This design comes from an exercise in tuning for small area, a short achievable clock period and few clock cycles per item on the open sky130 flow, not from production work. Only simulation tests tie the RTL to the original design; equivalence was not proved. Power and IR drop assume default switching activity.

run 1:
// pm32
module pm32 (
    input  logic          clk,
    input  logic          rst,
    input  logic          start,
    input  logic [31:0]   mc,
    input  logic [31:0]   mp,
    output logic [63:0]   p,
    output logic          done,
    input  logic          op  
);
    always_ff @(posedge clk or posedge rst) begin
        if (rst)
            done <= 1'b0;
        else if (start)
            done <= 1'b1;
    end
    logic [15:0] ng, nx, onen, twon;
    logic [32:0] mpx;
    assign mpx = {mp, 1'b0};
    genvar j, i;
    generate
        for (j = 0; j < 16; j++) begin : gen_enc
            assign nx[j]  = mpx[2*j+2];
            ENG  e0 (.c(mpx[2*j+2]), .a(mpx[2*j+1]), .b(mpx[2*j]), .y(ng[j]));
            EONE e1 (.a(mpx[2*j+1]), .b(mpx[2*j]), .y(onen[j]));
            ETWO e2 (.c(mpx[2*j+2]), .a(mpx[2*j+1]), .b(mpx[2*j]), .y(twon[j]));
        end
    endgenerate
    logic [32:0] m;
    assign m = {mc[31], mc};
    logic [33:0] z0;
    logic [32:0] pp0;
    assign z0[0] = ~nx[0];
    logic [33:0] z1;
    logic [32:0] pp1;
    assign z1[0] = ~nx[1];
    logic [33:0] z2;
    logic [32:0] pp2;
    assign z2[0] = ~nx[2];
    logic [33:0] z3;
    logic [32:0] pp3;
    assign z3[0] = ~nx[3];
    logic [33:0] z4;
    logic [32:0] pp4;
    assign z4[0] = ~nx[4];
    logic [33:0] z5;
    logic [32:0] pp5;
    assign z5[0] = ~nx[5];
    logic [33:0] z6;
    logic [32:0] pp6;
    assign z6[0] = ~nx[6];
    logic [33:0] z7;
    logic [32:0] pp7;
    assign z7[0] = ~nx[7];
    logic [33:0] z8;
    logic [32:0] pp8;
    assign z8[0] = ~nx[8];
    logic [33:0] z9;
    logic [32:0] pp9;
    assign z9[0] = ~nx[9];
    logic [33:0] z10;
    logic [32:0] pp10;
    assign z10[0] = ~nx[10];
    logic [33:0] z11;
    logic [32:0] pp11;
    assign z11[0] = ~nx[11];
    logic [33:0] z12;
    logic [32:0] pp12;
    assign z12[0] = ~nx[12];
    logic [33:0] z13;
    logic [32:0] pp13;
    assign z13[0] = ~nx[13];
    logic [33:0] z14;
    logic [32:0] pp14;
  ...
For scale: about 2300 cells after synthesis, about 120 flip-flops, roughly 130 I/O pins, about 24000 um2 of cells after synthesis.
clock: 5.0 ns
lec_check: 0
cap_margin: 20
core_margin: 2
core_utilization: 40
place_density: 0.8
slew_margin: 20
synth_hierarchical: 1
standard.sh (not shown) runs the stock make flow with config.mk's settings and CLKGATE_MAP_FILE= SYNTH_SCRIPT=/design/flow/synth_recipe.tcl, a recipe that flattens the netlist after the stock synthesis.
==> flow/flow/run.sh <==
#!/bin/bash
# The standard layout, with the port buffers chosen here instead of by
# buffer_ports itself (it picks a slow delay buffer on sky130hd): buf_4 on the
# inputs, which feed the multiplier's wide fanout, and buf_1 on the outputs.
set -euo pipefail
export DONT_BUFFER_PORTS=1
export PRE_GLOBAL_PLACE_TCL="$PWD/flow/ports.tcl"
export POST_GLOBAL_PLACE_TCL="$PWD/flow/ports_post.tcl"
bash standard.sh > standard.log 2>&1
==> flow/flow/ports.tcl <==
# Sourced by ORFS's global_place.tcl before placement (DONT_BUFFER_PORTS=1
# skips its own buffer_ports call): every input and output port gets a buffer.
# They are kept from remove_buffers, which runs next, by dont_touch until
# placement is done (ports_post.tcl).
buffer_ports -inputs -buffer_cell sky130_fd_sc_hd__buf_4
buffer_ports -outputs -buffer_cell sky130_fd_sc_hd__buf_1
set port_bufs [concat [get_cells input*] [get_cells output*]]
puts "port buffers: [llength $port_bufs]"
set_dont_touch $port_bufs
==> flow/flow/ports_post.tcl <==
# Sourced by ORFS's global_place.tcl after placement: the port buffers may be
# resized again from here on.
set port_bufs [concat [get_cells input*] [get_cells output*]]
puts "port buffers after placement: [llength $port_bufs]"
unset_dont_touch $port_bufs
Run 1 completed every stage of the flow, and the final layout passed the timing, design-rule and antenna checks.
Testbench counts of run 1, summed over its fixed seeds: cycles 1,600, items 1,600.
Modified inputs, run 3 compared to run 1
- a deleted PLACE_DENSITY that had been 0.8
==> comparison <==
Status | run 1 and run 3 | clean
Any difference in combinational power between run 1 and run 3 is small enough to ignore.
Run 3 against run 1: first-pass GRT wire length saw an increase, post-route cell area saw an increase, first-iteration DRC count saw a decrease.
Diff run 1 -> run 3 | cell count | up slightly
Setup slack: run 3 more than run 1
Comparing run 1 with run 3, the total number of H-tree levels came out essentially unchanged.
Comparing run 3 with run 1, the power consumption came out essentially unchanged.

========
pm32, a different RTL version from the one above (not shown whole).
Size in the first run: roughly 2500 cells after synthesis, about 140 flip-flops, roughly 130 I/O pins, ~26000 µm² of cells after synthesis.
Settings: LEC_CHECK=0, CAP_MARGIN=20, CORE_MARGIN=2, CORE_UTILIZATION=40, PLACE_DENSITY=0.8, SETUP_SLACK_MARGIN=0.6, SLEW_MARGIN=20, SYNTH_HIERARCHICAL=1; clock period 5.0 ns.
==> flow/flow/run.sh <==
#!/bin/bash
# The standard layout, with the port buffers chosen here instead of by
# buffer_ports itself (it picks a slow delay buffer on sky130hd): buf_4 on the
# inputs, which feed the multiplier's wide fanout, and on the outputs.
set -euo pipefail
export DONT_BUFFER_PORTS=1
export PRE_GLOBAL_PLACE_TCL="$PWD/flow/ports.tcl"
export POST_GLOBAL_PLACE_TCL="$PWD/flow/ports_post.tcl"
bash standard.sh > standard.log 2>&1
==> flow/flow/ports.tcl <==
# Sourced by ORFS's global_place.tcl before placement (DONT_BUFFER_PORTS=1
# skips its own buffer_ports call): every input and output port gets a buffer.
# They are kept from remove_buffers, which runs next, by dont_touch until
# placement is done (ports_post.tcl).
buffer_ports -inputs -buffer_cell sky130_fd_sc_hd__buf_4
buffer_ports -outputs -buffer_cell sky130_fd_sc_hd__buf_4
set port_bufs [concat [get_cells input*] [get_cells output*]]
puts "port buffers: [llength $port_bufs]"
set_dont_touch $port_bufs
Scripts as last shown in full above: flow/flow/ports_post.tcl
The baseline ran to the end with no violations.
Testbench counts at the start, summed over its fixed seeds: cycles 1,600, items 1,600.
==> next run, changes <==
Settings changed: CTS_BUF_LIST set to sky130_fd_sc_hd__clkbuf_4 sky130_fd_sc_hd__clkbuf_8.
What happened: The new run completed without violations. Die area is unchanged. Critical path depth goes down by 1. Clock-buffer cell count stays the same. Core utilization falls by 0.19 points. Power stays flat. Via count shrinks by 0.40%. Worst setup slack is better by 0.0057 ns. Fmax stays flat.

========
Setup of old:
pm32 again, from the RTL that the note above started with.
export LEC_CHECK = 0
export CAP_MARGIN = 20
export CORE_MARGIN = 2
export CORE_UTILIZATION = 55
export PLACE_DENSITY = 0.8
export SETUP_SLACK_MARGIN = 0.6
export SLEW_MARGIN = 20
export SYNTH_HIERARCHICAL = 1
create_clock -name core_clock -period 5.0 [get_ports {clk}]
Scripts as last shown in full above: flow/flow/run.sh, flow/flow/ports.tcl, flow/flow/ports_post.tcl
Testbench counts of old, summed over its fixed seeds: cycles 1,600, items 1,600.
Inputs modified between old and new:
- changing CORE_UTILIZATION from 55 to 70
## What came out
- Every run (old and new) finished clean.
- The clock latency at the later pin of the worst-skew pair in new was lower than what old gave.
- Lower final critical delay including setup and external delays goes to old over new.
- Changes observed in new relative to old: transition time at the pin with the least slew margin now sits higher; total placed cells including tap cells now sits lower; well-tap cell count now sits lower; global-route total usage across every layer now sits higher.
- Comparing number of gates resized after cts for old and new, the bigger number came from old.

[separate check: timing with driven ports]
Ports are ideal in the flow. The routed layouts listed here were re-timed in OpenROAD. Step 1 (the two cells are an assumption about what drives the block):
set clk [get_ports {clk}]
set_driving_cell -lib_cell sky130_fd_sc_hd__clkbuf_16 $clk
set_driving_cell -lib_cell sky130_fd_sc_hd__buf_2 [delete_from_list [all_inputs] $clk]
Step 2, shift: input delay + t, output delay - t, t = (earliest + latest rising clock arrival at the registers) / 2. This alone moves slack from input paths to output paths. Slacks: ideal / step 1 / step 2; pairs: ideal / step 1.
run | t (ns) | slack for setup (ns) | hold slack, ns
run 1 | 0.529 | 0.144 / 0.161 / -0.368 | 0.361 / 0.336 / 0.493
run 3 | 0.548 | 0.157 / 0.060 / -0.488 | 0.349 / 0.307 / 0.463
the first run of note 2 | 0.500 | 0.580 / 0.522 / 0.158 | 0.390 / 0.356 / 0.471
the second run of note 2 | 0.559 | 0.585 / 0.529 / 0.129 | 0.325 / 0.293 / 0.477
old | 0.538 | 0.594 / 0.538 / 0.136 | 0.348 / 0.314 / 0.464
new | 0.518 | 0.548 / 0.491 / 0.062 | 0.383 / 0.352 / 0.480
With both steps, setup timing fails in run 1 and run 3, where it was met with ideal ports. For run 3, which loses most, drivers alone change the setup slack by -0.097 ns; drivers and shift together by -0.645 ns.
